Background: an optimization exercise with open tools, aiming at small area. Do not read the settings as production practice.
RTL that was checked went through simulation tests only; none was proved equivalent to the original.
No driver is modelled on the clock port, so clocking that relies on it looks cheaper here than on a real chip.

==> flow/design.v <==
`timescale 1ns / 1ps
module relu_lane (input [21:0] a, input [21:0] b, output [6:0] y);
wire [21:0] p = a ^ b;
wire [21:0] g = a & b;
wire g10 = g[1] | (p[1] & g[0]);
wire g32 = g[3] | (p[3] & g[2]);
wire p32 = p[3] & p[2];
wire g54 = g[5] | (p[5] & g[4]);
wire p54 = p[5] & p[4];
wire g30 = g32 | (p32 & g10);
wire c6 = g54 | (p54 & g30);
wire c7 = g[6] | (p[6] & c6);
wire s6 = p[6] ^ c6;
wire [8:0] c;
assign c[0] = c7;
wire Gx0 = g[8] | (p[8] & g[7]);
wire Px0 = p[8] & p[7];
wire Gx1 = g[10] | (p[10] & g[9]);
wire Px1 = p[10] & p[9];
wire Gx2 = g[12] | (p[12] & g[11]);
wire Px2 = p[12] & p[11];
wire Gx3 = g[14] | (p[14] & g[13]);
wire Px3 = p[14] & p[13];
wire Gx4 = Gx1 | (Px1 & Gx0);
wire Px4 = Px1 & Px0;
wire Gx5 = Gx3 | (Px3 & Gx2);
wire Px5 = Px3 & Px2;
wire Gx6 = Gx5 | (Px5 & Gx4);
wire Px6 = Px5 & Px4;
wire Gx7 = Gx2 | (Px2 & Gx4);
wire Px7 = Px2 & Px4;
wire Gx8 = g[9] | (p[9] & Gx0);
wire Px8 = p[9] & Px0;
wire Gx9 = g[11] | (p[11] & Gx4);
wire Px9 = p[11] & Px4;
wire Gx10 = g[13] | (p[13] & Gx7);
wire Px10 = p[13] & Px7;
assign c[1] = g[7] | (p[7] & c7);
assign c[2] = Gx0 | (Px0 & c7);
assign c[3] = Gx8 | (Px8 & c7);
assign c[4] = Gx4 | (Px4 & c7);
assign c[5] = Gx9 | (Px9 & c7);
assign c[6] = Gx7 | (Px7 & c7);
assign c[7] = Gx10 | (Px10 & c7);
assign c[8] = Gx6 | (Px6 & c7);
wire [7:0] q = p[14:7] ^ c[7:0];
wire [6:0] k;
assign k[0] = s6;
assign k[1] = k[0] & q[0];
assign k[2] = k[1] & q[1];
assign k[3] = k[2] & q[2];
assign k[4] = k[3] & q[3];
assign k[5] = k[4] & q[4];
assign k[6] = k[5] & q[5];
wire sat = q[7] | (k[6] & q[6]);
wire [6:0] r = q[6:0] ^ k;
wire [6:0] ch;
assign ch[0] = c[8];
assign ch[1] = g[15] | (p[15] & ch[0]);
assign ch[2] = g[16] | (p[16] & ch[1]);
assign ch[3] = g[17] | (p[17] & ch[2]);
assign ch[4] = g[18] | (p[18] & ch[3]);
assign ch[5] = g[19] | (p[19] & ch[4]);
assign ch[6] = g[20] | (p[20] & ch[5]);
wire c21 = ch[6];
wire neg = g[21] | (p[21] & ~c21);
assign y = neg ? 7'd0 : (r | {7{sat}});
endmodule
`timescale 1ns / 1ps
module acc_bias_relu(
    input i_add4_end,
    input clk,
    input rst_n,
    input layer1,
    output o_acc_end,
    input [15:0] i_acc_bias_fm_col,
    input i_add4_valid,
    input signed [22*32-1:0] i_add4_data,
    input signed [22*32-1:0] i_bias,
    input [15:0] i_bias_addr_base,
    output [15:0] o_sel_bias_addr,
    output [8*32-1:0] o_acc_data_out,
    output o_acc_data_out_valid
    );
wire [7*32-1:0] res;
genvar k;
generate
    for (k = 0; k < 32; k = k + 1) begin : lane
        relu_lane u (.a(i_add4_data[22*k +: 22]), .b(i_bias[22*k +: 22]), .y(res[7*k +: 7]));
    end
endgenerate
reg [7*32-1:0] d1, d2, d3, d4, d5;
always @(posedge clk) begin
    d1 <= {~res[7*32-1:7*16], res[7*16-1:0]};
    d2 <= d1;
    d3 <= d2;
    d4 <= d3;
    d5 <= d4;
end
reg [4:0] vld;
reg [15:0] sel_bias_addr_buf;
reg acc_end_ff1, acc_end_ff2;
always @(posedge clk) begin
    if (!rst_n) begin
        vld <= 0;
        sel_bias_addr_buf <= i_bias_addr_base;
        acc_end_ff1 <= 0;
        acc_end_ff2 <= 0;
    end else begin
        vld <= {vld[3:0], i_add4_valid};
        if (i_add4_end)
            sel_bias_addr_buf <= sel_bias_addr_buf + 16'd32;
        acc_end_ff1 <= i_add4_end;
        acc_end_ff2 <= acc_end_ff1;
    end
end
generate
    for (k = 0; k < 32; k = k + 1) begin : outb
        if (k < 16) begin : lo
            assign o_acc_data_out[8*k +: 8] = {1'b0, d5[7*k +: 7]};
        end else begin : hi
            assign o_acc_data_out[8*k +: 8] = {1'b0, ~(d5[7*k +: 7] | {7{~layer1}})};
        end
    end
endgenerate
assign o_acc_data_out_valid = vld[4];
assign o_sel_bias_addr = sel_bias_addr_buf;
assign o_acc_end = acc_end_ff2;
endmodule
clock: 5.0 ns
lec_check: 0
cap_margin: 20
core_area: 10 10 360 260
die_area: 0 0 370 270
place_density: 0.8
slew_margin: 40
standard.sh (not shown) runs the stock make flow with config.mk's settings and CLKGATE_MAP_FILE= SYNTH_SCRIPT=/design/flow/synth_recipe.tcl, a recipe that flattens the netlist after the stock synthesis.
==> flow/flow/run.sh <==
#!/bin/bash
# The standard layout (standard.sh: ORFS with synth_recipe.tcl), with these changes:
# - each port is buffered by the smallest buffer (buf_1), not the cell buffer_ports picks;
# - the clock tree is built with the clock_tree_synthesis arguments in CTS_ARGS;
# - synthesis leaves adders to ABC (no extract_fa step) and maps the logic with
#   flow/abc_speed.script, which recovers more area than ORFS's own script.
#   The registers are mapped exactly as in the standard synthesis (that happens before ABC).
# - nor2b cells are added to the platform's don't-use list: the layer1 mask then maps to
#   nor2 gates that share one inverter of layer1.
# Every other ORFS script is used unchanged, from a copy in ./scripts.
# ORFS writes each tool's full log under orfs/logs; standard.sh's output goes to standard.log.
set -euo pipefail
export BUFFER_PORTS_ARGS="-buffer_cell sky130_fd_sc_hd__buf_1"
export CTS_ARGS="-sink_clustering_enable -repair_clock_nets -buf_list sky130_fd_sc_hd__clkbuf_4 -sink_clustering_size 10 -sink_clustering_max_diameter 35 -dont_use_dummy_load"
export PLACE_PINS_ARGS="-min_distance 1 -min_distance_in_tracks"
rm -rf scripts
cp -r "$FLOW_HOME/scripts" scripts
cp flow/abc_speed.script scripts/abc_speed.script
# skip the full/half adder extraction: the condition line becomes a constant 0
grep -q '^  \[dont_use_adder_kinds\] ne "none"$' scripts/synth.tcl
sed -i 's/^  \[dont_use_adder_kinds\] ne "none"$/  0/' scripts/synth.tcl
export SCRIPTS_DIR="$PWD/scripts"
# the platform's don't-use list (from its config.mk) plus the extra cells; on make's command
# line, as the platform's config.mk sets the variable itself
du=$(sed -n '/^export DONT_USE_CELLS += /,/^#$/p' "$FLOW_HOME/platforms/sky130hd/config.mk" | grep -o 'sky130_fd_sc_hd__[a-z0-9_]*' | tr '\n' ' ')
bash standard.sh "DONT_USE_CELLS=$du sky130_fd_sc_hd__nor2b_1 sky130_fd_sc_hd__nor2b_2 sky130_fd_sc_hd__nor2b_4" finish > standard.log 2>&1
==> flow/flow/abc_speed.script <==
strash
&get -n
&st
&dch
&nf -R 1000
&put
&get -n
&st
&dch -f
&nf -R 1000
&put
topo
stime -c
buffer -c
upsize -c
dnsize -c
Edit:
--- a/flow/design.v
+++ b/flow/design.v
@@ -21,28 +21,30 @@
 wire Px2 = p[12] & p[11];
 wire Gx3 = g[14] | (p[14] & g[13]);
 wire Px3 = p[14] & p[13];
-wire Gx4 = Gx1 | (Px1 & Gx0);
-wire Px4 = Px1 & Px0;
-wire Gx5 = Gx3 | (Px3 & Gx2);
-wire Px5 = Px3 & Px2;
-wire Gx6 = Gx5 | (Px5 & Gx4);
-wire Px6 = Px5 & Px4;
-wire Gx7 = Gx2 | (Px2 & Gx4);
-wire Px7 = Px2 & Px4;
-wire Gx8 = g[9] | (p[9] & Gx0);
-wire Px8 = p[9] & Px0;
-wire Gx9 = g[11] | (p[11] & Gx4);
-wire Px9 = p[11] & Px4;
-wire Gx10 = g[13] | (p[13] & Gx7);
-wire Px10 = p[13] & Px7;
+wire Gx4 = g[9] | (p[9] & Gx0);
+wire Px4 = p[9] & Px0;
+wire Gx5 = Gx1 | (Px1 & Gx0);
+wire Px5 = Px1 & Px0;
+wire Gx6 = g[13] | (p[13] & Gx2);
+wire Px6 = p[13] & Px2;
+wire Gx7 = Gx3 | (Px3 & Gx2);
+wire Px7 = Px3 & Px2;
+wire Gx8 = g[11] | (p[11] & Gx5);
+wire Px8 = p[11] & Px5;
+wire Gx9 = Gx2 | (Px2 & Gx5);
+wire Px9 = Px2 & Px5;
+wire Gx10 = Gx6 | (Px6 & Gx5);
+wire Px10 = Px6 & Px5;
+wire Gx11 = Gx7 | (Px7 & Gx5);
+wire Px11 = Px7 & Px5;
 assign c[1] = g[7] | (p[7] & c7);
 assign c[2] = Gx0 | (Px0 & c7);
-assign c[3] = Gx8 | (Px8 & c7);
-assign c[4] = Gx4 | (Px4 & c7);
-assign c[5] = Gx9 | (Px9 & c7);
-assign c[6] = Gx7 | (Px7 & c7);
+assign c[3] = Gx4 | (Px4 & c7);
+assign c[4] = Gx5 | (Px5 & c7);
+assign c[5] = Gx8 | (Px8 & c7);
+assign c[6] = Gx9 | (Px9 & c7);
 assign c[7] = Gx10 | (Px10 & c7);
-assign c[8] = Gx6 | (Px6 & c7);
+assign c[8] = Gx11 | (Px11 & c7);
 wire [7:0] q = p[14:7] ^ c[7:0];
 wire [6:0] k;
 assign k[0] = s6;
=> Synthesized area grows slightly. Sequential share of layout area shrinks by 0.25 points. Design area grows slightly. Worst hold slack gets better by 0.021 ns. Cell count grows slightly.
The RTL of the second run of this note was laid out without a check of its function.

-- static timing again, ports no longer ideal --
No port has a modelled driver above. Below, the same layouts with a new extraction and two added sets of constraints. Step 1 (the two cells are an assumption about what drives the block):
set clk [get_ports {clk}]
set_driving_cell -lib_cell sky130_fd_sc_hd__clkbuf_16 $clk
set_driving_cell -lib_cell sky130_fd_sc_hd__buf_2 [delete_from_list [all_inputs] $clk]
Step 2 moves the port delays by t, midway between the first and last clock arrival at a register: inputs arrive t later, outputs are due t later. That takes back most of the time a late clock gives input paths. Slacks: ideal / step 1 / step 2; pairs: ideal / step 1.
run	shift t [ns]	slack for setup (ns)	hold WS [ns]	pins driven straight from the clock port
the first run	1.008	0.758 / 0.787 / -0.221	0.212 / 0.200 / 0.239	1
the second run	1.000	0.881 / 0.898 / -0.102	0.233 / 0.225 / 0.261	1
Met with ideal ports but missed after step 2: setup timing in the first run and the second run. For the second run, which loses most, drivers alone change the setup slack by +0.017 ns; drivers and shift together by -0.983 ns.
